Context: an optimization exercise on an open-source flow, tuned for small area, a short achievable clock period and few clock cycles. The choices shown serve that exercise and are no tape-out recipe. In this exercise RTL edits were held to simulation tests only and were not proved equivalent to the original. Power figures rest on the tool's default switching activity, not on a simulated workload.

File: design/flow/run.sh
#!/bin/bash
# synth_recipe.tcl (not shown) runs the flow's synth.tcl, then flattens the netlist and writes it again
# the make line also repeats each setting of config.mk as NAME=value (left out here)
make -C /OpenROAD-flow-scripts/flow DESIGN_CONFIG=/design/flow/config.mk WORK_HOME=/design/flow/orfs CLKGATE_MAP_FILE= SYNTH_SCRIPT=/design/flow/synth_recipe.tcl finish
File: design/flow/config.mk
export PLATFORM = sky130hd
export DESIGN_NAME = lcd_ctrl
export DESIGN_NICKNAME = lcd_ctrl
export VERILOG_FILES = /design/flow/design.v
export SDC_FILE = /design/flow/constraint.sdc
export NUM_CORES = 4
export LEC_CHECK = 0
export CAP_MARGIN = 20
export CORE_MARGIN = 2
export CORE_UTILIZATION = 40
export SETUP_SLACK_MARGIN = 0.2
export SLEW_MARGIN = 20
File: design/flow/constraint.sdc
create_clock -name core_clock -period 5.5 [get_ports {clk}]
set_input_delay 1.1000 -clock core_clock [delete_from_list [all_inputs] [get_ports {clk}]]
set_output_delay 1.1000 -clock core_clock [all_outputs]
set_load 0.01 [all_outputs]
File: design/flow/design.v
module lcd_ctrl(clk, reset, datain, cmd, cmd_valid, dataout, output_valid, busy);
input           clk;
input           reset;
input   [7:0]   datain;
input   [2:0]   cmd;
input           cmd_valid;
output  reg     [7:0]dataout;
output  reg     output_valid;
output  reg     busy;
reg   [7:0]buffer[35:0];   
reg   [5:0]count;
reg   [3:0]out_count;
reg   [5:0]origin;
reg   valid;
parameter reflash = 3'd0,
          load = 3'd1,
          right = 3'd2,
          left = 3'd3,
          up = 3'd4,
          down = 3'd5;  
integer i;
always@(posedge clk)
  begin
    if(reset)
      begin
        origin <= 6'd0;
        valid <= 1'b0;
        output_valid <= 1'b0;  
        out_count <= 4'd0; 
        busy <= 1'b0;      
        count <= 6'd0;  
        for(i = 0; i < 36; i = i + 1)
          begin
            buffer[i] <= 0;
        end 
    end
    else
      begin
        if(cmd_valid)
          begin
            if(!busy)
              begin
                busy <= 1'b1;
                case(cmd)
                  reflash:begin
                    origin <= origin;
                    output_valid <= 1'b1;
                  end
                  load:begin          
                    origin <= 6'd14;
                    valid <= 1'b1;  
                    output_valid <= 1'b0; 
                  end
                  right:begin
                    if(origin == 6'd3 || origin == 6'd9 || origin == 6'd15 || origin == 6'd21)
                      origin <= origin;
                    else
                      origin <= origin + 1;
                    output_valid <= 1'b1;
                  end
                  left:begin
                    if(origin == 6'd0 || origin == 6'd6 || origin == 6'd12 || origin == 6'd18)
                      origin <= origin;
                    else
                      origin <= origin - 1;
                    output_valid <= 1'b1;
                  end
                  up:begin
                    if(origin == 6'd0 || origin == 6'd1 || origin == 6'd2 || origin == 6'd3)
                      origin <= origin;
                    else
                      origin <= origin - 6;
                    output_valid <= 1'b1;
                  end
                  down:begin
                    if(origin == 6'd18 || origin == 6'd19 || origin == 6'd20 || origin == 6'd21)
                      origin <= origin;
                    else
                      origin <= origin + 6;
                    output_valid <= 1'b1;
                  end
                  default:begin
                    origin <= origin;
                    output_valid <= 1'b0;
                  end
                endcase
            end
            else
              begin
                origin <= origin;
                valid <= valid;
                output_valid <= output_valid;
            end
        end 
        else
          begin
            output_valid <= output_valid;
            origin <= origin;
            valid <= valid;
            if(valid)
              begin
                busy <= 1'b1;
                if(count == 6'd36)
                  begin
                    count <= count;
                    output_valid <= 1'b1;
                    valid <= 1'b0;
                end
       	        else
                  begin         
                    buffer[count] <= datain;
                    count <= count + 1;
                    output_valid <= 1'b0;
                end
            end
            else
              begin
                if(output_valid)
                  begin  
                    if(out_count == 4'd8)
                      begin                     
                        busy <= 1'b0;
                        output_valid <= 1'b0;
                        out_count <= 4'd0;
                        count <= 6'd0;
                        origin <= origin - 14;
                    end
                    else 
                      begin                       
              	         busy <= 1'b1;
              	         out_count <= out_count + 1'b1;
                        if(out_count == 4'd2 || out_count == 4'd5)
              	           begin
                            origin <= origin + 4;
                        end               	 	 	
                        else
                          begin             
                            origin <= origin + 1; 
                    	   end
                    end
                end
                else
                  begin
                    origin <= origin;
                    valid <= valid;
                   	output_valid <= output_valid;
                end
          	 end
        end
    end
end  
always@(negedge clk)
begin
  if(reset)
      dataout <= 8'd0;     
  else
    begin
    if(valid)
        dataout <= 8'd0;
    else
        dataout <= buffer[origin];
  end 
end                                                                             
endmodule
==> flow_summary.yaml, run 1 <==
outcome:
  outcome: "timing/DRC/antenna clean"
logic_synthesis:
  synth.avg_cell_area_sq_um: 15.38
  postSynthCellCount: 1566
  synth-seq-cells: 539
  async_reset_ff_frac: 0
  synth_cell_types: 64
  synthFlopType: "edfxtp_1"
  seq_area_frac_synth: 0.6608
  synth_edf_count: 512
  synth_warnings: 1
  netlist_area_sq_um: 24090
  syn-num-nets: 1599
floorplanning:
  io_pins: 24
  start_util: 0.4066
  num_rows: 89
  core_area_sq_um: 59240
  die_width_um: 249.4
  dieArea_sq_um: 62190
  die_h_um: 249.4
finish:
  final_nets: 1644
  drive_above_1_share: 0.1785
  fin_area_sq_um: 27020
  area_delta_synth_final_pct: 12.19
  fill_cells: 5165
  antennaDiodeCount: 0
  layout_common_cells: "512 x edfxtp_1, 289 x and2_1, 101 x mux4_2"
  fin_util: 0.4561
  final_common_cell: "edfxtp_1"
critical_path:
  worstPathArrival_ps: 4100
  endpoint_kind: "output pin"
  critPathKind: "flop to output pin"
  critPathBufInv: 1
  crit_chain: "dlygate4sd2_1"
  slowest_delay_ps: 400
  cp_top_family: "flip-flops"
  cp_slowest_cell: "dfxtp_1"
  critPathMaxFanout: 1
  startpoint_type: "flop"
  cp_data_required_time_ps: 4400
pwr:
  totalPowerFinal_w: 0.009255
  p_leak_nw: 9.179
  ir_drop_v: 0.0002823
  p_sw_w: 0.002215
  pwr-share-comb: 0.096
  swShare: 0.2393
  power_density_nw_per_um2: 342.5
  seqPwrFrac: 0.500
  clkPwrFrac: 0.405
  internal-power_w: 0.007040
drt:
  via_count: 13640
  firstDrtPassIters: 5
  wl_per_cell_um: 25.02
  drc: 0
  drt_iter0_drc: 1284
  vias_per_cell: 5.610
  ant_nets: 0
  routed_wl_um: 60830
placed_design:
  portBuffers: 23
  place_hpwl_um: 38430
  place.gp.congestion: 0.8709
  dpl_cell_area_sq_um: 25200
global_routing:
  grt_max_degree: 65
  antenna_found_initial: 3
  grt_pass1_wl_um: 90810
  grt_overflow: 0
  track_usage: 0.1960
  grt_pass1_vias: 13700
timing:
  finalHoldViolCount: 0
  worst_slew_pin_slew_ps: 911.1
  grt_setup_unrepaired: "no"
  setup_tns_ps: 0
  worst_clock_skew_ps: 56.26
  relSlewSlack: 0.3903
  finalMaxSlewViolations: 0
  setup_viol: 0
cts:
  clkLatencyLatePin_ps: 660
  path_clk_slew_ps: 60
  cts_buffers: 56
  tritoncts: "yes"
  clkSinkCount: 539
  cts_hold_buf: 0
  root_buffer: "clkbuf_16"
  clockBufferDepth: 3
  htree_levels: 2
job:
  cap_viol_max_count: 0
worst_hold_path:
  hold_class: "flop to flop"
kinds of logic after synthesis:
logic type | synth area share
compound gates | 0.04514
flops | 0.6608
buf+inv | 0.02384
mux | 0.1237
simple gates | 0.1316
xor+xnor | 0.005091
fa+ha+maj | 0.009870
registers in the layout, summed over array words and instances, names as in the netlist:
| name | cells |
|---|---|
| count | 6 |
| busy | 1 |
| origin | 6 |
| dataout | 8 |
| out_count | 4 |
| buffer | 512 |
| output_valid | 1 |
| valid | 1 |
path summary, 6_finish.rpt:
path	startpoint	end	slack, ps	cells after the start
worst max-delay path	dataout[6]	dataout[6]	300	1
worst min-delay path	out_count[1]	out_count[3]	610	3
worst max register to register	origin[1]	dataout[2]	320	8
worst min register to register	out_count[1]	out_count[3]	610	3
power groups by stage:
stage	sequential (W)	combinational, W	clock (W)
floorplan	0.00468	0.000575	0.0000101
global placement	0.00471	0.000876	0.0000101
detailed placement	0.00472	0.000881	0.0000101
CTS	0.00463	0.000878	0.00379
global route	0.00463	0.000946	0.00394
finish	0.00463	0.000885	0.00374
routing by layer:
metal / up-vias / global-route usage / share of wire
met2: 525 / 0.3105 / 0.47
met5: - / 0 / 0
met1: 7005 / 0.2832 / 0.44
met4: 0 / 0.05370 / 0.020
met3: 71 / 0.02879 / 0.065
li1: 6036 / - / -
tightest hold or removal path, stage by stage, from the launching register on:
cell,delay (ps)
dfxtp_1,340
nand4_1,110
xor2_1,60
nor2_1,70
cells in the mapped netlist (3+ instances only):
cell type	count	area [sq um]
and2_1	289	1808
mux4_1	7	183.9
nand3_1	30	150.1
a221o_1	8	80.08
a2111oi_1	3	30.03
ha_1	19	237.7
clkbuf_1	49	183.9
nand3b_1	4	30.03
mux2i_1	52	520.5
a211oi_1	3	22.52
o211ai_1	4	30.03
a22oi_1	7	52.55
dfxtp_1	27	540.5
nand2_1	58	217.7
o22ai_1	3	18.77
a31oi_1	5	31.28
edfxtp_1	512	15370
nor2b_1	15	93.84
or3_1	5	31.28
xnor2_1	7	61.31
or2_2	37	231.5
inv_1	12	45.04
nand2b_1	9	56.30
nor3_1	6	30.03
mux4_2	101	2275
o21a_1	3	22.52
buf_2	18	90.09
a221oi_1	21	183.9
o32ai_1	3	26.28
o21ai_0	32	160.2
buf_4	14	105.1
a311oi_1	3	26.28
a21oi_1	43	215.2
xor2_1	7	61.31
nor4_1	7	43.79
and3_1	3	18.77
nor2_1	90	337.8
o31ai_1	6	45.04
buf_6	9	101.4
buf_1	3	11.26
final cells by class:
class / instances / area, sq um / share of cell area
Multi-Input combinational cell: 918 / 7596 / 0.2811
Inverter: 13 / 48.80 / 0.001806
Clock buffer: 70 / 1494 / 0.05529
Sequential cell: 539 / 15920 / 0.5893
Clock inverter: 43 / 326.6 / 0.01209
Tap cell: 773 / 967.2 / 0.03579
Timing Repair Buffer: 75 / 664.4 / 0.02459
through the flow:
stage / worst slack, ps / std cells / hold WS, ps
detailed placement: 244.8 / 2318 / 595.1
global route: 226.3 / 2431 / 644.4
floorplan: 724.1 / 1566 / 546.5
finish: 299.0 / 2431 / 605.8
global placement: 185.3 / 2318 / 579.4
CTS: 223.3 / 2430 / 606.7
what timing repair did:
item	in CTS	in global routing
gates resized for setup	8	1
setup endpoints to repair	8	7
cloned	0	0
buffers inserted	0	1
Testbench counts, summed over its fixed seeds: cycles 14,476.
==> run 2: changes to the inputs <==
==> design/flow/design.v (replaced) <==
module lcd_ctrl(clk, reset, datain, cmd, cmd_valid, dataout, output_valid, busy);
input           clk;
input           reset;
input   [7:0]   datain;
input   [2:0]   cmd;
input           cmd_valid;
output  reg [7:0] dataout;
output  reg     output_valid;
output  reg     busy;
reg  [7:0] p [0:35];     
reg        loading;      
reg  [5:0] lcnt;         
reg  [1:0] wr, wc;       
reg  [3:0] pq;           
reg  [1:0] pm;
reg        qv;           
reg        rd;           
reg  [3:0] rcnt;         
reg  [3:0] rq;           
reg  [2:0] uc;           
integer i;
wire acc   = cmd_valid & ~busy;
wire c_ld  = (cmd == 3'd1);
wire c_rt  = (cmd == 3'd2) & (wc != 2'd3);
wire c_lf  = (cmd == 3'd3) & (wc != 2'd0);
wire c_up  = cmd[2] & ~cmd[0] & (wr != 2'd0);
wire c_dn  = cmd[2] &  cmd[0] & (wr != 2'd3);
wire       m0 = (pm == 2'd0);
reg  [1:0] npm;
reg  [3:0] dq;           
always @* begin
  npm = m0 ? 2'd2 : pm - 2'd1;
  dq  = m0 ? 4'd11 : 4'd0;
  if (acc) begin
    if (c_rt) begin
      npm = pm; dq = 4'd0;
    end else if (c_lf) begin
      npm = (pm == 2'd2) ? 2'd0 : pm + 2'd1;
      dq  = (pm == 2'd2) ? 4'd0 : 4'd11;
    end else if (c_up) begin
      dq  = m0 ? 4'd9 : 4'd10;
    end else if (c_dn) begin
      dq  = m0 ? 4'd1 : 4'd2;
    end
  end
end
wire [4:0] qs  = pq + dq;
wire [3:0] npq = (qs >= 5'd12) ? qs[3:0] - 4'd12 : qs[3:0];
wire last   = (rcnt == 4'd8);
wire free   = ~rd | last;
wire start  = qv & free & (pm == 2'd1);
wire ldpulse = loading & ((lcnt == 6'd16) | (lcnt == 6'd17) | (lcnt == 6'd18) |
                          (lcnt == 6'd22) | (lcnt == 6'd23) | (lcnt == 6'd24) |
                          (lcnt == 6'd28) | (lcnt == 6'd29) | (lcnt == 6'd30));
wire       nload = reset ? 1'b0 : (acc & c_ld) ? 1'b1 : (loading & (lcnt == 6'd35)) ? 1'b0 : loading;
wire       nqv   = reset ? 1'b0 : (acc & ~c_ld) ? 1'b1 : start ? 1'b0 : qv;
wire [2:0] nuc   = reset ? 3'd0 :
                   start ? ((pq == 4'd9) ? 3'd5 : (pq == 4'd8 || pq == 4'd10) ? 3'd2 : 3'd0) :
                   (uc != 3'd0) ? uc - 3'd1 : 3'd0;
always @(posedge clk) begin
  for (i = 0; i < 35; i = i + 1)
    p[i] <= p[i+1];
  p[35] <= loading ? datain : p[0];
  dataout <= p[3*rq];
  loading <= nload;
  lcnt    <= (acc & c_ld) ? 6'd0 : lcnt + 6'd1;
  qv      <= nqv;
  uc      <= nuc;
  busy    <= nload | nqv | (nuc != 3'd0);
  output_valid <= ~reset & rd;
  if (acc & c_ld) begin
    wr <= 2'd2; wc <= 2'd2;
    pq <= 4'd4; pm <= 2'd2;
  end else begin
    if (acc & c_rt) wc <= wc + 2'd1;
    if (acc & c_lf) wc <= wc - 2'd1;
    if (acc & c_up) wr <= wr - 2'd1;
    if (acc & c_dn) wr <= wr + 2'd1;
    pq <= npq; pm <= npm;
  end
  if (reset) begin
    rd <= 1'b0;
    rcnt <= 4'd8;
  end else if (start) begin
    rd <= 1'b1;
    rcnt <= 4'd0;
    rq <= pq;
  end else if (rd & ~last) begin
    rcnt <= rcnt + 4'd1;
    if (rcnt == 4'd2 || rcnt == 4'd5)
      rq <= (rq == 4'd11) ? 4'd0 : rq + 4'd1;
  end else begin
    rd <= ldpulse;
    if (ldpulse) rq <= 4'd11;
  end
end
endmodule
==> run 2 against run 1 <==
  * Still clean
  * Via count down 46%
  * Sequential share of layout area down 5.7 points
  * Highest routed layer unchanged
  * Final area decreased by 54%
  * Critical path type is now flop to flop
  * Final cell count decreased by 46%
==> flow_summary.yaml, run 2 <==
logic_synthesis:
  syn-num-nets: 968
  postSynthCellCount: 922
  synth-seq-cells: 328
  async_reset_ff_frac: 0
  seq_area_frac_synth: 0.6210
  synth_warnings: 2
  synth_commonest_cells: "324 x dfxtp_1, 61 x nand2_1, 44 x a22oi_1"
  netlist_area_sq_um: 10640
  synth_edf_count: 4
  synthFlopType: "dfxtp_1"
  synth.most_common_cell: "dfxtp_1"
  synth_cell_types: 81
  synth.avg_cell_area_sq_um: 11.54
  synth_top_area_frac: 0.6097
  synth_top_cell_by_area: "dfxtp_1"
  synth_area_leaders: "dfxtp_1 61%, ha_1 3.5%, a22oi_1 3.1%, nand2_1 2.2%, a21oi_1 1.9%"
pwr:
  power_density_nw_per_um2: 450.1
  pwr-share-comb: 0.118
  p_leak_nw: 4.805
  swShare: 0.2511
  p_sw_w: 0.001404
  seqPwrFrac: 0.479
  ir_drop_v: 0.0003109
  clkPwrFrac: 0.403
  internal-power_w: 0.004188
finish:
  reg_top3: "p x288, dataout x8, lcnt x6"
  final_nets: 1008
  largest_reg_flops: 288
  drive_above_1_share: 0.1108
  final_common_cell: "dfxtp_1"
  fin_cells: 1319
  fill_cells: 2338
  antennaDiodeCount: 0
  area_delta_synth_final_pct: 16.76
  layout_common_cells: "324 x dfxtp_1, 61 x nand2_1, 44 x a22oi_1"
  largest-register: "p"
cts:
  cts_buffers: 34
  clkSinkCount: 328
  root_buffer: "clkbuf_16"
  tritoncts: "yes"
  htree_levels: 2
  ctsResizeCount: 0
  clkLatencyLatePin_ps: 510
  cts_setup_buffers: 0
  clockBufferDepth: 3
  path_clk_slew_ps: 60
  cts_hold_buf: 0
global_routing:
  grt_max_degree: 42
  track_usage: 0.2001
  grt_pass1_vias: 7402
  antenna_found_initial: 0
  grt_overflow: 0
  grt_pass1_wl_um: 43350
job:
  cap_viol_max_count: 0
timing:
  setup_viol: 0
  period_needed_ps: 4157
  relSlewSlack: 0.1580
  worst_slew_pin_slew_ps: 1253
  grt_setup_unrepaired: "no"
  hold_ws_ps: 335.1
  min_period_over_period: 0.7557
  finalHoldViolCount: 0
  max_freq_mhz: 240.6
  finalMaxSlewViolations: 0
  worst_clock_skew_ps: 15.33
  setup_tns_ps: 0
placed_design:
  portBuffers: 23
  place.gp.congestion: 0.8620
  place_hpwl_um: 18040
  dp_cells: 1261
floorplanning:
  dieArea_sq_um: 27920
  die_width_um: 167.1
  io_pins: 24
  core_area_sq_um: 26060
  start_util: 0.4083
  die_h_um: 167.1
  num_rows: 59
drt:
  routed_wl_um: 28140
  drt_iter0_drc: 681
  firstDrtPassIters: 5
  drc: 0
  via_count: 7421
  vias_per_cell: 5.626
  ant_nets: 0
  wl_per_cell_um: 21.33
worst_hold_path:
  hold_class: "flop to flop"
  hold_depth: 0
  worstHoldStart: "p[22][3]"
  holdPathEnd: "p[21][3]"
outcome:
  outcome: "timing/DRC/antenna clean"
critical_path:
  worstPathArrival_ps: 4550
  rr_startpoint: "rq[1]"
  endpoint_kind: "flop"
  startpoint_type: "flop"
  rrSetupSlack_ps: 1340
  critPathKind: "flop to flop"
  r2r_cells: 10
  reg2reg_to: "dataout[6]"
  cp_data_required_time_ps: 5890
  critPathMaxFanout: 12
-- run 2: how the worst max path moves through the flow --
| stage | from | end | depth (start not counted) |
|---|---|---|---|
| global placement | cmd[2] | pq[3] | 14 |
| floorplan | cmd[2] | pq[2] | 12 |
| finish | rq[1] | dataout[6] | 10 |
| CTS | rq[1] | dataout[6] | 10 |
| global route | rq[1] | dataout[7] | 10 |
| detailed placement | cmd[2] | pq[2] | 13 |
-- run 2: layer usage --
layer,up-vias,track usage,wire length [um]
li1,3481,-,-
met1,3595,0.2746,12730
met2,285,0.3197,12690
met3,60,0.03493,1928
met4,0,0.06784,795
met5,-,0,0
-- run 2: power groups by stage --
| stage | clock [W] | sequential (W) | combinational, W |
|---|---|---|---|
| after floorplan | 0 | 0.00269 | 0.000482 |
| after global placement | 0 | 0.00273 | 0.000643 |
| after detailed placement | 0 | 0.00272 | 0.000648 |
| after CTS | 0.00229 | 0.00268 | 0.000655 |
| after global routing | 0.00239 | 0.00270 | 0.000736 |
| final | 0.00225 | 0.00268 | 0.000660 |
-- run 2: per-stage QoR --
step           utilization  total power, W  area [sq um]  setup WS [ps]
6_report            0.4767        0.005591         12420           1344
5_1_grt             0.4767        0.005829         12420           1069
4_1_cts             0.4767        0.005622         12420           1375
3_5_place_dp        0.4347        0.003373         11330           1130
3_3_place_gp        0.4347        0.003368         11330           1205
2_1_floorplan            -        0.003170         10640           1454
-- run 2: logic make-up (layout without fill, tap and decap cells) --
logic type,Yosys count,count (layout),share of synthesized area
AO/OA/AOI/OAI,247,247,0.1774
XOR/XNOR,12,12,0.009879
adder cells (fa/ha/maj),32,32,0.03905
buffers and inverters,70,132,0.02623
flip-flops,328,328,0.6210
multiplexers,23,23,0.02446
AND/OR/NAND/NOR,210,210,0.1021
-- run 2: layout make-up --
| class | count | area [sq um] | area share |
|---|---|---|---|
| flip-flops and latches | 328 | 6606 | 0.5318 |
| multi-input cells | 524 | 3772 | 0.3037 |
| inverters | 22 | 82.58 | 0.006648 |
| repair buffers | 52 | 447.9 | 0.03606 |
| clock buffers | 45 | 932.1 | 0.07504 |
| well taps | 335 | 419.2 | 0.03374 |
| clock inverters | 13 | 161.4 | 0.01299 |
-- run 2: critical path, cell delays in order (launching register included) --
cell and delay, ps:
edfxtp_1 500, ha_1 310, fa_1 560, or3b_1 450, a211oi_2 250, buf_4 240
a2111oi_0 430, nand2_1 160, a2111oi_4 450, nand3_4 290, mux2_4 380
Testbench counts of run 2, summed over its fixed seeds: cycles 12,106.
==> run 3: changes to the inputs <==
--- a/design/flow/design.v
+++ b/design/flow/design.v
@@ -19,6 +19,16 @@
 reg  [3:0] rq;           
 reg  [2:0] uc;           
 integer i;
+reg [7:0] g0, g1, g2, tap;
+always @* begin
+  case (rq[1:0])
+    2'd0: begin g0 = p[0];  g1 = p[12]; g2 = p[24]; end
+    2'd1: begin g0 = p[3];  g1 = p[15]; g2 = p[27]; end
+    2'd2: begin g0 = p[6];  g1 = p[18]; g2 = p[30]; end
+    default: begin g0 = p[9]; g1 = p[21]; g2 = p[33]; end
+  endcase
+  tap = rq[3] ? g2 : rq[2] ? g1 : g0;
+end
 wire acc   = cmd_valid & ~busy;
 wire c_ld  = (cmd == 3'd1);
 wire c_rt  = (cmd == 3'd2) & (wc != 2'd3);
@@ -61,7 +71,7 @@
   for (i = 0; i < 35; i = i + 1)
     p[i] <= p[i+1];
   p[35] <= loading ? datain : p[0];
-  dataout <= p[3*rq];
+  dataout <= tap;
   loading <= nload;
   lcnt    <= (acc & c_ld) ? 6'd0 : lcnt + 6'd1;
   qv      <= nqv;
==> run 3 against run 2 <==
  * First-iteration DRC count shrank 46%
  * Synthesized cell count is 32% lower
  * Highest routed layer unchanged
  * Sequential power barely moved
  * Sequential share of layout area rose by 11 points
  * Via count down 39%
  * Register-to-register slack gained 460 ps
  * Clock skew up 0.95 ps
  * Critical path depth rose by 4
  * Maximum frequency decreased by 6.1%
  * Still clean on timing, DRC and antenna
  * Final cell count shrank 26%
  * Clock power decreased by 8%
  * Critical path type is now input pin to flop
  * Largest cell class unchanged
==> flow_summary.yaml, run 3 <==
finish:
  drive_above_1_share: 0.1069
  area_delta_synth_final_pct: 17.59
  final_nets: 709
  layout_common_cells: "324 x dfxtp_1, 32 x clkbuf_16, 30 x nor2_1"
  antennaDiodeCount: 0
  largest-register: "p"
  final_common_cell: "dfxtp_1"
  fin_util: 0.4744
  largest_reg_flops: 288
  reg_top3: "p x288, dataout x8, lcnt x6"
logic_synthesis:
  synth_top_cell_by_area: "dfxtp_1"
  synth_top_area_frac: 0.7437
  synthFlopType: "dfxtp_1"
  synth_commonest_cells: "324 x dfxtp_1, 30 x nor2_1, 25 x mux2i_1"
  synth.most_common_cell: "dfxtp_1"
  synth_cell_types: 57
  synth_area_leaders: "dfxtp_1 74%, ha_1 3.4%, mux2i_1 2.9%, a222oi_1 2.5%, edfxtp_1 1.4%"
  postSynthCellCount: 629
  syn-num-nets: 668
  synth-seq-cells: 328
  synth.avg_cell_area_sq_um: 13.87
  synth_edf_count: 4
  netlist_area_sq_um: 8722
  seq_area_frac_synth: 0.7574
  synth_warnings: 2
  async_reset_ff_frac: 0
global_routing:
  track_usage: 0.1305
  grt_max_degree: 37
  grt_pass1_wl_um: 23870
  antenna_found_initial: 0
  grt_pass1_vias: 4704
  grt_overflow: 0
pwr:
  internal-power_w: 0.004006
  totalPowerFinal_w: 0.005246
  seqPwrFrac: 0.506
  swShare: 0.2363
  power_density_nw_per_um2: 511.5
  ir_drop_v: 0.0002703
  p_leak_nw: 4.105
  clkPwrFrac: 0.392
  p_sw_w: 0.001240
  pwr-share-comb: 0.102
timing:
  grt_setup_unrepaired: "no"
  setup_viol: 0
  finalHoldViolCount: 0
  worst_clock_skew_ps: 16.28
  finalMaxSlewViolations: 0
  period_needed_ps: 4426
  worst_slack_ps: 1074
  worst_slew_pin_slew_ps: 929.3
  relSlewSlack: 0.3805
  min_period_over_period: 0.8046
  max_freq_mhz: 226.0
  setup_tns_ps: 0
drt:
  wl_per_cell_um: 14.97
  via_count: 4534
  ant_nets: 0
  firstDrtPassIters: 5
  vias_per_cell: 4.665
  drt_iter0_drc: 369
  routed_wl_um: 14550
  drc: 0
floorplanning:
  core_area_sq_um: 21620
  num_rows: 54
  dieArea_sq_um: 23000
  die_width_um: 151.7
  io_pins: 24
  die_h_um: 151.7
  start_util: 0.4034
cts:
  ctsResizeCount: 0
  clockBufferDepth: 3
  root_buffer: "clkbuf_16"
  clkLatencyLatePin_ps: 540
  path_clk_slew_ps: 60
  tritoncts: "yes"
  cts_buffers: 31
  htree_levels: 1
  cts_hold_buf: 0
  clkSinkCount: 328
  cts_setup_buffers: 0
placed_design:
  place_hpwl_um: 8657
  pre_cts_slack_ps: 572.6
  place.gp.congestion: 0.8258
  portBuffers: 23
critical_path:
  critPathMaxFanout: 15
  worstPathArrival_ps: 4830
  cp_data_required_time_ps: 5910
  rrSetupSlack_ps: 1800
  critPathKind: "input pin to flop"
  startpoint_type: "input pin"
  endpoint_kind: "flop"
worst_hold_path:
  hold_class: "flop to flop"
outcome:
  outcome: "timing/DRC/antenna clean"
job:
  cap_viol_max_count: 0
[run 3: cells by family after synthesis]
group | synth area share
compound gates | 0.07818
xor+xnor | 0.008032
fa+ha+maj | 0.03672
buf+inv | 0.01664
flops | 0.7574
mux | 0.04332
simple gates | 0.05967
[run 3: path summary, 6_finish.rpt]
path                start      end  depth (start not counted)
setup / recovery   cmd[0]    pq[2]                         14
hold / removal    p[1][2]  p[0][2]                          0
hold reg to reg   p[1][2]  p[0][2]                          0
setup reg to reg    pm[0]    pq[2]                         14
[run 3: worst max-delay path, stage by stage]
cell and delay, ps:
clkdlybuf4s50_1 760, nand3_1 140, ha_1 340, o21ba_2 160, o32a_1 280, o22a_1 230
fa_1 450, xnor2_1 280, inv_1 80, ha_1 200, nor3b_1 130, a311oi_1 350
and2_1 210, o21ai_0 90
[run 3: layout make-up]
type | instances | area, sq um
Clock buffer | 42 | 878.3
Clock inverter | 13 | 126.4
Fill cell | 1900 | 11360
Inverter | 17 | 63.81
Multi-Input combinational cell | 265 | 1971
Sequential cell | 328 | 6606
Tap cell | 280 | 350.3
Timing Repair Buffer | 27 | 260.3
[run 3: power groups by stage]
stage               Clock, W  Combinational [W]  Sequential (W)
global route         0.00221           0.000603         0.00268
finish               0.00206           0.000533         0.00266
CTS                  0.00211           0.000533         0.00266
detailed placement         0           0.000527         0.00271
global placement           0           0.000487         0.00270
floorplan                  0           0.000403         0.00267
[run 3: metrics by stage]
step | instance area, sq um | std cells | hold slack, ps
finish | 10260 | 972 | 321.2
global route | 10260 | 972 | 329.9
CTS | 10260 | 972 | 321.6
detailed placement | 9251 | 917 | 312.1
global placement | 9251 | 917 | 310.6
floorplan | 8722 | 629 | 309.6
[run 3: routing by layer]
layer	track usage	up-vias	wire, um
met2	0.2083	83	6640
met3	0.02725	31	597
met4	0.04537	0	370
met5	0	-	0
met1	0.1764	2155	6942
li1	-	2265	-
Testbench counts of run 3, summed over its fixed seeds: cycles 12,106.
==> run 4: changes to the inputs <==
--- a/design/flow/config.mk
+++ b/design/flow/config.mk
@@ -8,5 +8,7 @@
 export CAP_MARGIN = 20
 export CORE_MARGIN = 2
 export CORE_UTILIZATION = 40
+export CTS_BUF_LIST = sky130_fd_sc_hd__clkbuf_8
+export CTS_CLUSTER_SIZE = 30
 export SETUP_SLACK_MARGIN = 0.2
 export SLEW_MARGIN = 20
==> run 4 against run 3 <==
  * Still clean
  * Final area down 0.27%
  * Worst setup slack better by 6.3 ps
  * Combinational power about the same
  * Critical path type unchanged
  * Largest cell class unchanged
==> flow_summary.yaml, run 4 <==
pwr:
  ir_drop_v: 0.0001897
  power_density_nw_per_um2: 497.6
  p_leak_nw: 4.165
timing:
  setup_viol: 0
  worst_slack_ps: 1081
  grt_setup_unrepaired: "no"
  finalMaxSlewViolations: 0
  worst_clock_skew_ps: 19.09
  max_freq_mhz: 226.3
  relSlewSlack: 0.3941
  finalHoldViolCount: 0
  min_period_over_period: 0.8035
  worst_slew_pin_slew_ps: 908.9
  hold_ws_ps: 311.8
  period_needed_ps: 4419
  setup_tns_ps: 0
worst_hold_path:
  holdPathEnd: "p[15][4]"
  hold_depth: 0
  hold_class: "flop to flop"
  worstHoldStart: "p[16][4]"
drt:
  ant_nets: 0
  firstDrtPassIters: 5
  wl_per_cell_um: 14.84
  via_count: 4662
  drc: 0
  routed_wl_um: 14870
  vias_per_cell: 4.653
  drt_iter0_drc: 306
critical_path:
  rr_startpoint: "pm[0]"
  cp.depth: 14
  startpoint_type: "input pin"
  cp_slowest_cell: "clkdlybuf4s50_1"
  crit_chain: "clkdlybuf4s50_1 > nand3_1 > ha_1 > o21ba_2 > o32a_1 > o22a_1 > fa_1 > xnor2_1 > inv_1 > ha_1 > nor3b_1 > a311oi_1 > and2_1 > o21ai_0"
  rrSetupSlack_ps: 1810
  critPathMaxFanout: 15
  reg2reg_to: "pq[2]"
  cp_top_family: "compound AO/OA/AOI/OAI gates"
  r2r_cells: 14
  cp_common_cell: "ha_1"
  critPathKind: "input pin to flop"
  worstPathArrival_ps: 4820
  critPathBufInv: 2
  cp_data_required_time_ps: 5900
  endpoint_kind: "flop"
  slowest_delay_ps: 760
cts:
  clockBufferDepth: 3
  path_clk_slew_ps: 60
  clkLatencyLatePin_ps: 550
  root_buffer: "clkbuf_8"
  ctsResizeCount: 0
  tritoncts: "yes"
  clkSinkCount: 328
  cts_buffers: 49
  htree_levels: 2
  cts_hold_buf: 0
  cts_setup_buffers: 0
logic_synthesis:
  synthFlopType: "dfxtp_1"
  synth_warnings: 2
  postSynthCellCount: 629
  synth_area_leaders: "dfxtp_1 74%, ha_1 3.4%, mux2i_1 2.9%, a222oi_1 2.5%, edfxtp_1 1.4%"
  synth_top_cell_by_area: "dfxtp_1"
  synth_cell_types: 57
  synth.avg_cell_area_sq_um: 13.87
  synth_edf_count: 4
  synth-seq-cells: 328
  synth_top_area_frac: 0.7437
  syn-num-nets: 668
  seq_area_frac_synth: 0.7574
  async_reset_ff_frac: 0
  synth_commonest_cells: "324 x dfxtp_1, 30 x nor2_1, 25 x mux2i_1"
  netlist_area_sq_um: 8722
  synth.most_common_cell: "dfxtp_1"
floorplanning:
  io_pins: 24
  num_rows: 54
  core_area_sq_um: 21620
  start_util: 0.4034
  die_h_um: 151.7
  dieArea_sq_um: 23000
  die_width_um: 151.7
placed_design:
  portBuffers: 23
  place.gp.congestion: 0.8258
  pre_cts_slack_ps: 572.6
  place_hpwl_um: 8657
global_routing:
  grt_overflow: 0
  grt_use_met3: 0.03922
  grt_pass1_vias: 4862
  track_usage: 0.1345
  grt_pass1_wl_um: 24340
  grt_max_degree: 37
  grt_use_met1: 0.1784
  antenna_found_initial: 0
  grt_busiest_layer: "met2"
  grtUsageMet2: 0.2079
finish:
  largest_reg_flops: 288
  layout_common_cells: "324 x dfxtp_1, 60 x clkbuf_8, 30 x inv_1, 30 x nor2_1, 25 x mux2i_1"
  largest-register: "p"
  area_delta_synth_final_pct: 17.27
  reg_top3: "p x288, dataout x8, lcnt x6"
  final_nets: 727
  drive_above_1_share: 0.1330
  final_common_cell: "dfxtp_1"
  antennaDiodeCount: 0
job:
  cap_viol_max_count: 0
outcome:
  outcome: "timing/DRC/antenna clean"
[run 4: cell types whose count changed in the layout (fill, tap and decap cells not counted), sizes merged]
cell,before,now
clkbuf,42,60
bufinv,2,1
inv,20,33
[run 4: stage by stage]
step	total power, W	std cells	area (sq um)	util
after floorplan	0.003074	629	8722	-
after global placement	0.003186	917	9251	0.4279
after detailed placement	0.003233	917	9251	0.4279
after CTS	0.005153	1002	10230	0.4731
after global routing	0.005352	1002	10230	0.4731
final	0.005089	1002	10230	0.4731
[run 4: cells by family (layout without fill, tap and decap cells)]
family	count (synthesis)	in the layout	share of synthesized area
DFF	328	328	0.7574
AOI/OAI and AO/OA	95	95	0.07818
and+or+nand+nor	101	101	0.05967
muxes	36	36	0.04332
xor gates and xnor gates	8	8	0.008032
adders and majority gates	25	25	0.03672
buffers and inverters	36	129	0.01664
[run 4: worst max path at each step]
| stage | end | startpoint | slack (ps) |
|---|---|---|---|
| floorplan | pq[2] | cmd[0] | 1580 |
| global placement | pq[2] | cmd[0] | 850 |
| detailed placement | pq[2] | cmd[0] | 570 |
| CTS | pq[2] | cmd[0] | 1160 |
| global route | pq[2] | cmd[0] | 920 |
| finish | pq[2] | cmd[0] | 1080 |
[run 4: area by class of cell]
cell class                      count  area, sq um
Clock buffer                       60        825.8
Clock inverter                     25        151.4
Fill cell                        1903        11390
Inverter                           17        63.81
Multi-Input combinational cell    265         1971
Sequential cell                   328         6606
Tap cell                          280        350.3
Timing Repair Buffer               27        260.3
[run 4: report_power, final]
group          total [W]  switching [W]  internal, W
registers        0.00266       0.000117      0.00254
logic           0.000534       0.000279     0.000255
clock network    0.00190       0.000860      0.00104
[run 4: per-layer routing]
metal,vias to the layer above,part of all wire
met4,0,0.024
li1,2312,-
met5,-,0
met1,2219,0.48
met2,96,0.45
met3,35,0.049
==> run 5: changes to the inputs <==
==> design/flow/design.v (replaced) <==
module lcd_ctrl(clk, reset, datain, cmd, cmd_valid, dataout, output_valid, busy);
input           clk;
input           reset;
input   [7:0]   datain;
input   [2:0]   cmd;
input           cmd_valid;
output  reg [7:0] dataout;
output  reg     output_valid;
output  reg     busy;
reg  [7:0] p [0:35];     
reg        loading;      
reg  [1:0] wr, wc;       
reg  [3:0] pq;           
reg  [1:0] pm;
reg        qv;           
reg        rd;           
reg  [3:0] rcnt;         
reg  [3:0] rq;           
reg  [2:0] uc;           
integer i;
reg [7:0] g0, g1, g2, tap;
always @* begin
  case (rq[1:0])
    2'd0: begin g0 = p[0];  g1 = p[12]; g2 = p[24]; end
    2'd1: begin g0 = p[3];  g1 = p[15]; g2 = p[27]; end
    2'd2: begin g0 = p[6];  g1 = p[18]; g2 = p[30]; end
    default: begin g0 = p[9]; g1 = p[21]; g2 = p[33]; end
  endcase
  tap = rq[3] ? g2 : rq[2] ? g1 : g0;
end
wire       m0  = (pm == 2'd0);
wire       m2  = (pm == 2'd2);
wire [3:0] qm1 = (pq == 4'd0) ? 4'd11 : pq - 4'd1;
wire [3:0] qm2 = (pq <  4'd2) ? pq + 4'd10 : pq - 4'd2;
wire [3:0] qm3 = (pq <  4'd3) ? pq + 4'd9  : pq - 4'd3;
wire [3:0] qp1 = (pq == 4'd11) ? 4'd0 : pq + 4'd1;
wire [3:0] qp2 = (pq >= 4'd10) ? pq - 4'd10 : pq + 4'd2;
wire [1:0] pm_dec = m0 ? 2'd2 : pm - 2'd1;
wire [3:0] pq_dec = m0 ? qm1 : pq;
wire [1:0] pm_lf  = m2 ? 2'd0 : pm + 2'd1;
wire [3:0] pq_lf  = m2 ? pq : qm1;
wire [3:0] pq_up  = m0 ? qm3 : qm2;
wire [3:0] pq_dn  = m0 ? qp1 : qp2;
wire acc   = cmd_valid & ~busy;
wire s_ld  = acc & (cmd == 3'd1);
wire s_rt  = acc & (cmd == 3'd2) & (wc != 2'd3);
wire s_lf  = acc & (cmd == 3'd3) & (wc != 2'd0);
wire s_up  = acc & cmd[2] & ~cmd[0] & (wr != 2'd0);
wire s_dn  = acc & cmd[2] &  cmd[0] & (wr != 2'd3);
wire s_st  = ~(s_ld | s_rt | s_lf | s_up | s_dn);
wire [3:0] npq = ({4{s_ld}} & 4'd4) | ({4{s_rt}} & pq) | ({4{s_lf}} & pq_lf) |
                 ({4{s_up}} & pq_up) | ({4{s_dn}} & pq_dn) | ({4{s_st}} & pq_dec);
wire [1:0] npm = ({2{s_ld}} & 2'd2) | ({2{s_rt}} & pm) | ({2{s_lf}} & pm_lf) |
                 ({2{s_up | s_dn | s_st}} & pm_dec);
wire last    = (rcnt == 4'd8);
wire free    = ~rd | last;
wire start   = qv & free & (pm == 2'd1);
wire ldpulse = loading & (((pq == 4'd11) & ~m2) | ((pq == 4'd10) & m2) |
                          ((pq == 4'd9)  & ~m2) | ((pq == 4'd8)  & m2) |
                          ((pq == 4'd7)  & ~m2) | ((pq == 4'd6)  & m2));
wire ldend   = (pq == 4'd5) & m0;
wire       nload = ~reset & (s_ld | (loading & ~ldend));
wire       nqv   = ~reset & ((acc & ~(cmd == 3'd1)) | (qv & ~start));
wire [2:0] nuc   = reset ? 3'd0 :
                   start ? ((pq == 4'd9) ? 3'd5 : (pq == 4'd8 || pq == 4'd10) ? 3'd2 : 3'd0) :
                   (uc != 3'd0) ? uc - 3'd1 : 3'd0;
always @(posedge clk) begin
  for (i = 0; i < 35; i = i + 1)
    p[i] <= p[i+1];
  p[35] <= loading ? datain : p[0];
  dataout <= tap;
  loading <= nload;
  qv      <= nqv;
  uc      <= nuc;
  busy    <= nload | nqv | (nuc != 3'd0);
  output_valid <= ~reset & rd;
  pq <= npq;
  pm <= npm;
  if (s_ld) begin
    wr <= 2'd2; wc <= 2'd2;
  end else begin
    if (s_rt) wc <= wc + 2'd1;
    if (s_lf) wc <= wc - 2'd1;
    if (s_up) wr <= wr - 2'd1;
    if (s_dn) wr <= wr + 2'd1;
  end
  if (reset) begin
    rd <= 1'b0;
    rcnt <= 4'd8;
  end else if (start) begin
    rd <= 1'b1;
    rcnt <= 4'd0;
    rq <= pq;
  end else if (rd & ~last) begin
    rcnt <= rcnt + 4'd1;
    if (rcnt == 4'd2 || rcnt == 4'd5)
      rq <= (rq == 4'd11) ? 4'd0 : rq + 4'd1;
  end else begin
    rd <= ldpulse;
    if (ldpulse) rq <= 4'd11;
  end
end
endmodule
--- a/design/flow/config.mk
+++ b/design/flow/config.mk
@@ -8,7 +8,5 @@
 export CAP_MARGIN = 20
 export CORE_MARGIN = 2
 export CORE_UTILIZATION = 40
-export CTS_BUF_LIST = sky130_fd_sc_hd__clkbuf_8
-export CTS_CLUSTER_SIZE = 30
 export SETUP_SLACK_MARGIN = 0.2
 export SLEW_MARGIN = 20
==> run 5 against run 4 <==
  * Sequential cell count decreased by 6
  * Maximum frequency up 58%
  * Total power grew 7.8%
  * Critical endpoint is now pq[3]
  * Utilization up 0.98 points
  * Still clean
  * Sequential power decreased by 3%
  * Synthesized area grew 1.4%
==> flow_summary.yaml, run 5 <==
timing:
  worst_slew_pin_slew_ps: 850.7
  period_needed_ps: 2789
  max_freq_mhz: 358.5
  min_period_over_period: 0.5072
  setup_tns_ps: 0
  setup_viol: 0
  finalHoldViolCount: 0
  worst_clock_skew_ps: 12.74
  grt_setup_unrepaired: "no"
  relSlewSlack: 0.4321
  finalMaxSlewViolations: 0
global_routing:
  grt_overflow: 0
  grt_pass1_wl_um: 26050
  grt_max_degree: 37
  antenna_found_initial: 0
  track_usage: 0.1357
  grt_pass1_vias: 5100
drt:
  firstDrtPassIters: 5
  via_count: 4897
  ant_nets: 0
  drc: 0
  vias_per_cell: 4.839
  routed_wl_um: 15940
  drt_iter0_drc: 384
  wl_per_cell_um: 15.75
logic_synthesis:
  netlist_area_sq_um: 8846
  synth.most_common_cell: "dfxtp_1"
  synth_commonest_cells: "318 x dfxtp_1, 33 x nand2_1, 30 x a21oi_1"
  seq_area_frac_synth: 0.7332
  synthFlopType: "dfxtp_1"
  synth-seq-cells: 322
  syn-num-nets: 711
  synth_area_leaders: "dfxtp_1 72%, ha_1 3.4%, mux2i_1 3.1%, a222oi_1 2.5%, a21oi_1 1.7%"
  async_reset_ff_frac: 0
  synth_edf_count: 4
  postSynthCellCount: 673
  synth.avg_cell_area_sq_um: 13.14
  synth_top_cell_by_area: "dfxtp_1"
  synth_top_area_frac: 0.7197
  synth_cell_types: 55
  synth_warnings: 2
pwr:
  power_density_nw_per_um2: 522.4
  swShare: 0.2493
  totalPowerFinal_w: 0.005488
  ir_drop_v: 0.0002813
  internal-power_w: 0.004120
  pwr-share-comb: 0.113
  p_sw_w: 0.001368
  p_leak_nw: 4.184
  clkPwrFrac: 0.417
  seqPwrFrac: 0.471
cts:
  path_clk_slew_ps: 70
  clkSinkCount: 322
  root_buffer: "clkbuf_16"
  htree_levels: 1
  cts_buffers: 31
  clkLatencyLatePin_ps: 550
  tritoncts: "yes"
  cts_setup_buffers: 0
  clockBufferDepth: 3
  ctsResizeCount: 0
  cts_hold_buf: 0
critical_path:
  startpoint_type: "flop"
  critPathKind: "flop to flop"
  worstPathArrival_ps: 3210
  cp_data_required_time_ps: 5920
  critPathMaxFanout: 20
  reg2reg_to: "pq[3]"
  rr_startpoint: "pq[2]"
  r2r_cells: 6
  rrSetupSlack_ps: 2710
  endpoint_kind: "flop"
finish:
  largest-register: "p"
  area_delta_synth_final_pct: 18.77
  largest_reg_flops: 288
  final_common_cell: "dfxtp_1"
  fill_cells: 1894
  fin_area_sq_um: 10510
  antennaDiodeCount: 0
  final_nets: 745
  reg_top3: "p x288, dataout x8"
  layout_common_cells: "318 x dfxtp_1, 33 x nand2_1, 31 x clkbuf_16"
  fin_util: 0.4829
  drive_above_1_share: 0.1134
floorplanning:
  die_h_um: 152.7
  num_rows: 54
  dieArea_sq_um: 23320
  die_width_um: 152.7
  start_util: 0.4066
  core_area_sq_um: 21760
  io_pins: 24
worst_hold_path:
  holdPathEnd: "p[27][2]"
  worstHoldStart: "p[28][2]"
  hold_depth: 0
  hold_class: "flop to flop"
placed_design:
  dpl_cell_area_sq_um: 9353
  portBuffers: 23
  place_hpwl_um: 9369
  place.gp.congestion: 0.8606
outcome:
  outcome: "timing/DRC/antenna clean"
job:
  cap_viol_max_count: 0
## run 5: cells by family after synthesis
logic type	count (synthesis)	share of synthesized area
DFF	322	0.7332
AOI/OAI and AO/OA	130	0.1033
and+or+nand+nor	108	0.06082
buffers and inverters	48	0.02150
muxes	37	0.04328
adders and majority gates	24	0.03395
xor gates and xnor gates	4	0.003961
## run 5: per-layer routing
| layer | track usage | routed length (um) | share of wire |
|---|---|---|---|
| met1 | 0.1813 | 7488 | 0.47 |
| met3 | 0.02901 | 797 | 0.050 |
| met5 | 0 | 0 | 0 |
| met4 | 0.04630 | 303 | 0.019 |
| met2 | 0.2195 | 7350 | 0.46 |
## run 5: final cells by class
type	count	area [sq um]	share of cell area
flip-flops and latches	322	6486	0.6174
multi-input cells	303	2170	0.2065
clock buffers	42	917.1	0.08729
well taps	280	350.3	0.03335
repair buffers	28	267.8	0.02549
clock inverters	16	236.5	0.02251
inverters	21	78.83	0.007503
## run 5: per-stage QoR
step           instances  setup slack, ps  hold slack, ps
2_1_floorplan        673             3368           309.6
3_3_place_gp         954             2290           310.6
3_5_place_dp         954             2247           312.1
4_1_cts             1012             2806           326.1
5_1_grt             1012             2507           327.8
6_report            1012             2711           320.9
## run 5: critical path: stages (launching register included)
cell      delay, ps
dfxtp_1         770
clkinv_1        520
ha_1            330
a21boi_0        500
o21ai_0         190
a32oi_1         240
nand4_1         100
## run 5: worst max path at each step
stage / start / to / slack, ps / cells past startpoint
finish: pq[2] / pq[3] / 2710 / 6
global route: pq[2] / pq[2] / 2510 / 7
CTS: pq[2] / pq[2] / 2810 / 7
detailed placement: cmd[0] / pq[0] / 2250 / 6
global placement: cmd[0] / pq[0] / 2290 / 6
floorplan: cmd[0] / pq[0] / 3370 / 5
## run 5: power by group through the flow
stage | clock [W] | sequential [W] | combinational [W]
after CTS | 0.00234 | 0.00258 | 0.000607
after floorplan | 0 | 0.00256 | 0.000507
after global routing | 0.00244 | 0.00260 | 0.000685
after detailed placement | 0 | 0.00263 | 0.000602
final | 0.00229 | 0.00258 | 0.000618
after global placement | 0 | 0.00263 | 0.000591
Testbench counts of run 5, summed over its fixed seeds: cycles 12,106.
==> run 6: changes to the inputs <==
--- a/design/flow/config.mk
+++ b/design/flow/config.mk
@@ -5,8 +5,9 @@
 export SDC_FILE = /design/flow/constraint.sdc
 export NUM_CORES = 4
 export LEC_CHECK = 0
+export ABC_CLOCK_PERIOD_IN_PS = 2500
 export CAP_MARGIN = 20
 export CORE_MARGIN = 2
 export CORE_UTILIZATION = 40
-export SETUP_SLACK_MARGIN = 0.2
+export SETUP_SLACK_MARGIN = 2.5
 export SLEW_MARGIN = 20
==> run 6 against run 5 <==
  * Still clean
  * Clock skew unchanged
  * Critical path depth unchanged
  * Final cell count unchanged
  * Final area unchanged
  * Synthesized cell count unchanged
  * Worst setup slack unchanged
  * Combinational power about the same
  * Routed wire length unchanged
  * Synthesized area unchanged
  * Sequential power about the same
  * Sequential cell count unchanged
  * Clock power about the same
  * Critical path type unchanged
  * Largest power group unchanged
==> flow_summary.yaml, run 6 <==
critical_path:
  cp_slowest_cell: "dfxtp_1"
  crit_chain: "clkinv_1 > ha_1 > a21boi_0 > o21ai_0 > a32oi_1 > nand4_1"
  cp_top_family: "compound AO/OA/AOI/OAI gates"
  reg2reg_to: "pq[3]"
  cp_data_required_time_ps: 5920
  r2r_cells: 6
  slowest_delay_ps: 770
  startpoint_type: "flop"
  critPathMaxFanout: 20
  critPathKind: "flop to flop"
  cp.depth: 6
  critPathBufInv: 1
  worstPathArrival_ps: 3210
  rr_startpoint: "pq[2]"
  rrSetupSlack_ps: 2710
  endpoint_kind: "flop"
  startpoint: "pq[2]"
  cp-endpoint: "pq[3]"
logic_synthesis:
  synth_top_cell_by_area: "dfxtp_1"
  synth_cell_types: 55
  synth_edf_count: 4
  synth_top_area_frac: 0.7197
  async_reset_ff_frac: 0
  synthFlopType: "dfxtp_1"
  syn-num-nets: 711
  synth-seq-cells: 322
  synth.avg_cell_area_sq_um: 13.14
  synth_warnings: 2
  postSynthCellCount: 673
  synth.most_common_cell: "dfxtp_1"
  synth_area_leaders: "dfxtp_1 72%, ha_1 3.4%, mux2i_1 3.1%, a222oi_1 2.5%, a21oi_1 1.7%"
  seq_area_frac_synth: 0.7332
  netlist_area_sq_um: 8846
  synth_commonest_cells: "318 x dfxtp_1, 33 x nand2_1, 30 x a21oi_1"
drt:
  topRoutingLayerUsed: "met4"
  ant_nets: 0
  drc: 0
  wl_met2_um: 7350
  wl_met1_um: 7488
  wl_per_cell_um: 15.75
  vias_per_cell: 4.839
  drt_iter0_drc: 384
  wl_met3_um: 797
  via_count: 4897
  firstDrtPassIters: 5
  routed_wl_um: 15940
global_routing:
  track_usage: 0.1357
  grt_overflow: 0
  grt_pass1_vias: 5100
  antenna_found_initial: 0
  grt_max_degree: 37
  grt_pass1_wl_um: 26050
cts:
  cts_buffers: 31
  cts_setup_buffers: 0
  clockBufferDepth: 3
  htree_levels: 1
  clkLatencyLatePin_ps: 550
  path_clk_slew_ps: 70
  ctsResizeCount: 0
  root_buffer: "clkbuf_16"
  clkSinkCount: 322
  tritoncts: "yes"
  cts_hold_buf: 0
timing:
  relSlewSlack: 0.4321
  finalHoldViolCount: 0
  max_freq_mhz: 358.5
  worst_clock_skew_ps: 12.74
  min_period_over_period: 0.5072
  grt_setup_unrepaired: "no"
  setup_tns_ps: 0
  finalMaxSlewViolations: 0
  period_needed_ps: 2789
  worst_slew_pin_slew_ps: 850.7
  setup_viol: 0
  worst_slack_ps: 2711
floorplanning:
  dieArea_sq_um: 23320
  io_pins: 24
  num_rows: 54
  die_width_um: 152.7
  core_area_sq_um: 21760
  die_h_um: 152.7
  start_util: 0.4066
finish:
  final_common_cell: "dfxtp_1"
  antennaDiodeCount: 0
  layout_common_cells: "318 x dfxtp_1, 33 x nand2_1, 31 x clkbuf_16"
  final_nets: 745
  largest_reg_flops: 288
  reg_top3: "p x288, dataout x8"
  drive_above_1_share: 0.1134
  area_delta_synth_final_pct: 18.77
  largest-register: "p"
placed_design:
  pre_cts_slack_ps: 2247
  place_hpwl_um: 9369
  portBuffers: 23
  place.gp.congestion: 0.8606
pwr:
  ir_drop_v: 0.0002813
  power_density_nw_per_um2: 522.4
  p_leak_nw: 4.184
worst_hold_path:
  worstHoldStart: "p[28][2]"
  hold_class: "flop to flop"
job:
  cap_viol_max_count: 0
outcome:
  outcome: "timing/DRC/antenna clean"
## run 6: area by class of cell
type	count	area, sq um
Clock inverter	16	236.5
Inverter	21	78.83
Tap cell	280	350.3
Timing Repair Buffer	28	267.8
Fill cell	1894	11250
Clock buffer	42	917.1
Multi-Input combinational cell	303	2170
Sequential cell	322	6486
## run 6: how the worst min path moves through the flow
| stage | to | depth (start not counted) | slack [ps] |
|---|---|---|---|
| floorplan | p[0][0] | 0 | 310 |
| global placement | p[25][0] | 0 | 310 |
| detailed placement | p[19][5] | 0 | 310 |
| CTS | p[1][0] | 0 | 330 |
| global route | p[30][7] | 0 | 330 |
| finish | p[27][2] | 0 | 320 |
## run 6: worst register-to-register path: cells and delay by family, from the launching register on
kind / cells / cell delay (ps)
buffers and inverters: 1 / 520
AND/OR/NAND/NOR: 1 / 100
adder cells (fa/ha/maj): 1 / 330
AO/OA/AOI/OAI: 3 / 930
flip-flops: 1 / 770
## run 6: metrics by stage
stage	area, sq um	power [W]	hold WS (ps)	std cells	util
finish	10510	0.005488	320.9	1012	0.4829
global route	10510	0.005728	327.8	1012	0.4829
CTS	10510	0.005525	326.1	1012	0.4829
detailed placement	9353	0.003232	312.1	954	0.4299
global placement	9353	0.003218	310.6	954	0.4299
floorplan	8846	0.003066	309.6	673	-
## run 6: kinds of logic after synthesis
kind of cell             count (synthesis)  share of synthesized area
flip-flops                             322                     0.7332
AO/OA/AOI/OAI                          130                     0.1033
AND/OR/NAND/NOR                        108                    0.06082
buffers and inverters                   48                    0.02150
multiplexers                            37                    0.04328
adder cells (fa/ha/maj)                 24                    0.03395
XOR/XNOR                                 4                   0.003961
## run 6: routing by layer
layer | GRT usage | up-vias
li1 | - | 2424
met1 | 0.1813 | 2342
met2 | 0.2195 | 108
met3 | 0.02901 | 23
met4 | 0.04630 | 0
met5 | 0 | -
## run 6: power by group
group / internal (W) / switching (W) / leakage (nW) / total (W)
Combinational: 0.000254 / 0.000364 / 1.00 / 0.000618
Clock: 0.00141 / 0.000878 / 0.565 / 0.00229
Sequential: 0.00246 / 0.000126 / 2.62 / 0.00258
==> run 7: changes to the inputs <==
==> design/flow/config.mk (replaced) <==
export PLATFORM = sky130hd
export DESIGN_NAME = lcd_ctrl
export DESIGN_NICKNAME = lcd_ctrl
export VERILOG_FILES = /design/flow/design.v
export SDC_FILE = /design/flow/constraint.sdc
export NUM_CORES = 4
export LEC_CHECK = 0
export ABC_CLOCK_PERIOD_IN_PS = 2000
export CAP_MARGIN = 20
export CORE_MARGIN = 2
export CORE_UTILIZATION = 40
export SETUP_SLACK_MARGIN = 3.3
export SLEW_MARGIN = 20
==> run 7 against run 6 <==
  * Still clean
  * Worst hold slack lost 0.74 ps
  * Die area is the same
  * Clock power is essentially flat
  * Via count grew 0.55%
  * Synthesized cell count is the same
  * Clock skew grew 0.74 ps
  * Highest routed layer unchanged
  * Worst setup slack gained 650 ps
  * Critical endpoint is now pq[0]
  * Synthesized area is the same
==> flow_summary.yaml, run 7 <==
drt:
  via_count: 4924
  firstDrtPassIters: 6
  routed_wl_um: 15990
  wl_met2_um: 7355
  drt_iter0_drc: 380
  wl_met3_um: 796
  wl_per_cell_um: 15.73
  wl_met1_um: 7539
  drc: 0
  ant_nets: 0
  vias_per_cell: 4.846
  topRoutingLayerUsed: "met4"
cts:
  root_buffer: "clkbuf_16"
  htree_levels: 1
  clkLatencyLatePin_ps: 560
  cts_hold_buf: 0
  clockBufferDepth: 3
  tritoncts: "yes"
  clkSinkCount: 322
  path_clk_slew_ps: 70
  cts_buffers: 31
timing:
  setup_viol: 0
  period_needed_ps: 2136
  finalMaxSlewViolations: 0
  relSlewSlack: 0.4341
  min_period_over_period: 0.3884
  finalHoldViolCount: 0
  setup_tns_ps: 0
  worst_clock_skew_ps: 13.48
  max_freq_mhz: 468.2
  grt_setup_unrepaired: "yes"
  hold_ws_ps: 320.1
  worst_slew_pin_slew_ps: 847.7
logic_synthesis:
  synth.most_common_cell: "dfxtp_1"
  synthFlopType: "dfxtp_1"
  synth.avg_cell_area_sq_um: 13.14
  syn-num-nets: 711
  synth_top_cell_by_area: "dfxtp_1"
  synth-seq-cells: 322
  seq_area_frac_synth: 0.7332
  synth_top_area_frac: 0.7197
  postSynthCellCount: 673
  synth_cell_types: 55
  async_reset_ff_frac: 0
  synth_edf_count: 4
  netlist_area_sq_um: 8846
  synth_area_leaders: "dfxtp_1 72%, ha_1 3.4%, mux2i_1 3.1%, a222oi_1 2.5%, a21oi_1 1.7%"
  synth_warnings: 2
  synth_commonest_cells: "318 x dfxtp_1, 33 x nand2_1, 30 x a21oi_1"
worst_hold_path:
  hold_depth: 0
  hold_class: "flop to flop"
  worstHoldStart: "p[28][2]"
pwr:
  power_density_nw_per_um2: 522.8
  totalPowerFinal_w: 0.005505
  ir_drop_v: 0.0002809
  p_leak_nw: 4.232
global_routing:
  grt_pass1_vias: 5135
  grt_pass1_wl_um: 26140
  antenna_found_initial: 0
  track_usage: 0.1362
  grt_overflow: 0
  grt_max_degree: 37
critical_path:
  worstPathArrival_ps: 2570
  startpoint: "cmd_valid"
  critPathKind: "input pin to flop"
  r2r_cells: 7
  startpoint_type: "input pin"
  critPathMaxFanout: 6
  cp-endpoint: "pq[0]"
  rrSetupSlack_ps: 3440
  endpoint_kind: "flop"
  reg2reg_to: "pq[2]"
  cp_data_required_time_ps: 5930
  rr_startpoint: "pq[0]"
floorplanning:
  start_util: 0.4066
  die_h_um: 152.7
  die_width_um: 152.7
  core_area_sq_um: 21760
  io_pins: 24
  dieArea_sq_um: 23320
  num_rows: 54
finish:
  largest-register: "p"
  reg_top3: "p x288, dataout x8"
  final_nets: 749
  largest_reg_flops: 288
  fin_cells: 1016
  seqCellArea_sq_um: 6500
  fin_area_sq_um: 10530
  layout_common_cells: "311 x dfxtp_1, 32 x nand2_1, 31 x clkbuf_16"
  area_delta_synth_final_pct: 19.02
  antennaDiodeCount: 0
  drive_above_1_share: 0.1535
  final_common_cell: "dfxtp_1"
  fill_cells: 1895
  multi_input_area_sq_um: 2192
placed_design:
  place.gp.congestion: 0.8606
  dp_cells: 954
  place_hpwl_um: 9369
  portBuffers: 23
  dpl_cell_area_sq_um: 9353
job:
  cap_viol_max_count: 0
outcome:
  outcome: "timing/DRC/antenna clean"
run 7: repair_timing:
item | CTS | global route
gates resized for setup | 48 | 18
endpoints found under the setup margin | 23 | 20
buffers inserted | 2 | 2
pin swaps | 2 | 2
run 7: cells by family (layout without fill, tap and decap cells):
group,Yosys count,after routing,synth area share
buffers and inverters,48,111,0.02150
flip-flops,322,322,0.7332
adder cells (fa/ha/maj),24,24,0.03395
XOR/XNOR,4,4,0.003961
AO/OA/AOI/OAI,130,130,0.1033
multiplexers,37,37,0.04328
AND/OR/NAND/NOR,108,108,0.06082
run 7: area by class of cell:
cell class,count,area share
Multi-Input combinational cell,303,0.2082
Sequential cell,322,0.6174
Clock buffer,42,0.08711
Inverter,21,0.007843
Clock inverter,16,0.02246
Tap cell,280,0.03327
Timing Repair Buffer,32,0.02377
run 7: metal layers:
metal	vias to the layer above	track usage
met5	-	0
met3	23	0.02901
met1	2354	0.1815
met4	0	0.04630
met2	116	0.2210
li1	2431	-
run 7: worst min path at each step:
stage,to
2_1_floorplan,p[0][0]
3_3_place_gp,p[25][0]
3_5_place_dp,p[19][5]
4_1_cts,p[1][0]
5_1_grt,p[30][7]
6_report,p[27][2]
run 7: power by group:
part | switching [W] | leakage, nW | total, W | internal, W
Clock | 0.000880 | 0.565 | 0.00229 | 0.00141
Sequential | 0.000129 | 2.62 | 0.00259 | 0.00246
Combinational | 0.000367 | 1.05 | 0.000624 | 0.000257
run 7: stage by stage:
| step | setup WS (ps) | util |
|---|---|---|
| after floorplan | 3368 | - |
| after global placement | 2290 | 0.4299 |
| after detailed placement | 2247 | 0.4299 |
| after CTS | 3301 | 0.4842 |
| after global routing | 3298 | 0.4840 |
| final | 3364 | 0.4840 |
run 7: worst max-delay path, stage by stage:
cell and delay [ps]:
clkdlybuf4s50_1 520, nor3b_4 260, nand2_2 110, o32a_1 280
a21bo_2 230, nand3_1 70
==> run 8: changes to the inputs <==
--- a/design/flow/config.mk
+++ b/design/flow/config.mk
@@ -9,5 +9,5 @@
 export CAP_MARGIN = 20
 export CORE_MARGIN = 2
 export CORE_UTILIZATION = 40
-export SETUP_SLACK_MARGIN = 3.3
+export SETUP_SLACK_MARGIN = 3.7
 export SLEW_MARGIN = 20
==> run 8 against run 7 <==
  * Clock skew up 18 ps
  * Worst setup slack improved by 43 ps
  * Final area is 6.3% higher
  * Clock power fell by 3%
  * Synthesized cell count unchanged
  * Non-clock buffer count increased by 33
  * First-iteration DRC count shrank 15%
  * Total power rose by 2.7%
  * Critical path depth shrank 5
  * Count of clock-buffer cells in the layout unchanged
  * Critical path type is now flop to output pin
  * Largest cell class unchanged
==> flow_summary.yaml, run 8 <==
finish:
  seqCellArea_sq_um: 6516
  largest-register: "p"
  reg_top3: "p x288, dataout x8"
  final_common_cell: "dfxtp_1"
  drive_above_1_share: 0.2337
  multi_input_area_sq_um: 2414
  largest_reg_flops: 288
  layout_common_cells: "304 x dfxtp_1, 33 x clkbuf_16, 30 x nand2_1"
  antennaDiodeCount: 0
  fill_cells: 1836
  area_delta_synth_final_pct: 26.52
  fin_util: 0.5144
  final_nets: 781
logic_synthesis:
  synth.most_common_cell: "dfxtp_1"
  synth_commonest_cells: "318 x dfxtp_1, 33 x nand2_1, 30 x a21oi_1"
  netlist_area_sq_um: 8846
  synth_cell_types: 55
  synth.avg_cell_area_sq_um: 13.14
  synth_warnings: 2
  synth_top_area_frac: 0.7197
  async_reset_ff_frac: 0
  syn-num-nets: 711
  postSynthCellCount: 673
  synthFlopType: "dfxtp_1"
  synth_area_leaders: "dfxtp_1 72%, ha_1 3.4%, mux2i_1 3.1%, a222oi_1 2.5%, a21oi_1 1.7%"
  synth_top_cell_by_area: "dfxtp_1"
  synth-seq-cells: 322
  synth_edf_count: 4
  seq_area_frac_synth: 0.7332
critical_path:
  endpoint_kind: "output pin"
  cp_data_required_time_ps: 4400
  startpoint_type: "flop"
  critPathBufInv: 1
  worstPathArrival_ps: 990
  cp_top_family: "flip-flops"
  cp_slowest_cell: "dfxtp_4"
  critPathMaxFanout: 2
  cp.depth: 1
  crit_chain: "buf_6"
  slowest_delay_ps: 340
  r2r_cells: 8
  critPathKind: "flop to output pin"
timing:
  finalHoldViolCount: 0
  grt_setup_unrepaired: "yes"
  finalMaxSlewViolations: 0
  min_period_over_period: 0.3805
  setup_tns_ps: 0
  worst_slew_pin_slew_ps: 788.9
  worst_clock_skew_ps: 31.15
  max_freq_mhz: 477.8
  relSlewSlack: 0.4733
  period_needed_ps: 2093
  setup_viol: 0
global_routing:
  track_usage: 0.1431
  grt_pass1_vias: 5111
  antenna_found_initial: 0
  grt_pass1_wl_um: 27030
  grt_overflow: 0
  grt_max_degree: 37
cts:
  tritoncts: "yes"
  htree_levels: 1
  clockBufferDepth: 3
  clkSinkCount: 322
  root_buffer: "clkbuf_16"
  cts_buffers: 30
  path_clk_slew_ps: 60
  clkLatencyLatePin_ps: 560
floorplanning:
  die_width_um: 152.7
  io_pins: 24
  num_rows: 54
  core_area_sq_um: 21760
  start_util: 0.4066
  dieArea_sq_um: 23320
  die_h_um: 152.7
pwr:
  p_leak_nw: 4.467
  power_density_nw_per_um2: 504.9
  ir_drop_v: 0.0002191
drt:
  wl_per_cell_um: 16.60
  drc: 0
  ant_nets: 0
  firstDrtPassIters: 5
  routed_wl_um: 17360
  vias_per_cell: 4.926
  wl_met3_um: 795
  topRoutingLayerUsed: "met4"
  wl_met1_um: 8093
  drt_iter0_drc: 322
  via_count: 5153
  wl_met2_um: 8192
worst_hold_path:
  hold_class: "flop to flop"
  hold_depth: 0
job:
  cap_viol_max_count: 0
outcome:
  outcome: "timing/DRC/antenna clean"
placed_design:
  place.gp.congestion: 0.7805
  portBuffers: 23
  place_hpwl_um: 9079
==> run 8: cell families after synthesis <==
kind of cell	synth area share
mux	0.04328
simple gates	0.06082
buf+inv	0.02150
fa+ha+maj	0.03395
xor+xnor	0.003961
compound gates	0.1033
flops	0.7332
==> run 8: what timing repair did <==
item / 4_1_cts / 5_1_grt
resized for setup: 120 / 49
pin swaps: 18 / 16
buffers inserted: 16 / 15
hold buffers: 0 / 0
setup endpoints to repair: 36 / 35
gates cloned: 4 / 2
==> run 8: path summary, 6_finish.rpt <==
| kind | from | endpoint | slack [ps] |
|---|---|---|---|
| hold / removal | p[16][2] | p[15][2] | 310 |
| setup reg to reg | rq[1] | dataout[7] | 3720 |
| setup / recovery | busy | busy | 3410 |
| hold reg to reg | p[16][2] | p[15][2] | 310 |
==> run 8: area by class of cell <==
type / count / share of cell area
Tap cell: 280 / 0.03130
Sequential cell: 322 / 0.5822
Clock buffer: 42 / 0.07926
Multi-Input combinational cell: 303 / 0.2157
Clock inverter: 13 / 0.02035
Timing Repair Buffer: 65 / 0.06216
Inverter: 21 / 0.009055
==> run 8: power by group <==
part	internal (W)	switching, W
Combinational	0.000389	0.000442
Clock	0.00137	0.000860
Sequential	0.00247	0.000125
Total	0.00422	0.00143
==> run 8: through the flow <==
step	hold WS [ps]	cell area, sq um	setup WS (ps)	total power [W]	cells
detailed placement	312.1	9390	2254	0.003235	954
CTS	309.3	10870	3386	0.005581	1029
finish	306.6	11190	3407	0.005651	1046
global route	310.3	11190	3364	0.005883	1046
floorplan	309.6	8897	3406	0.003075	673
global placement	310.5	9390	2291	0.003226	954
==> run 8: metal layers <==
layer	vias up	GRT usage
met2	110	0.2347
li1	2502	-
met5	-	0
met1	2521	0.1941
met3	20	0.02446
met4	0	0.04453

-- what the ideal ports hide --
In the flow no input, the clock included, has a driving cell. The finished layouts below were timed again as built, in two steps.
Step 1: set_driving_cell puts a clkbuf_16 on clk and a buf_2 on each other input, an assumption about the parent block.
Step 2 times the ports against the registers' clock, not the clock port: input delays grow and output delays shrink by t, the midpoint of the rising clock arrivals with the driver on.
Three values: ideal, step 1, step 2; two values: the first two.
run	shift t [ns]	setup WS [ns]	slew at the worst register clock pin (ns)	worst slew at a driven data input, ns
run 2	0.550	1.343 / 1.343 / 1.079	0.06 / 0.06	0.05
run 3	0.579	1.074 / 1.093 / 0.514	0.06 / 0.06	0.03
run 4	0.580	1.081 / 1.096 / 0.516	0.06 / 0.06	0.04
run 5	0.595	2.711 / 2.711 / 2.230	0.07 / 0.07	0.04
run 6	0.595	2.711 / 2.711 / 2.230	0.07 / 0.07	0.04
run 7	0.595	3.364 / 3.338 / 2.785	0.07 / 0.07	0.04
run 8	0.598	3.407 / 3.357 / 3.061	0.07 / 0.07	0.10
After both steps setup and hold are still met in every run listed. The setup slack of run 7, which loses most, moves by -0.026 ns with the drivers and by -0.579 ns with both steps.
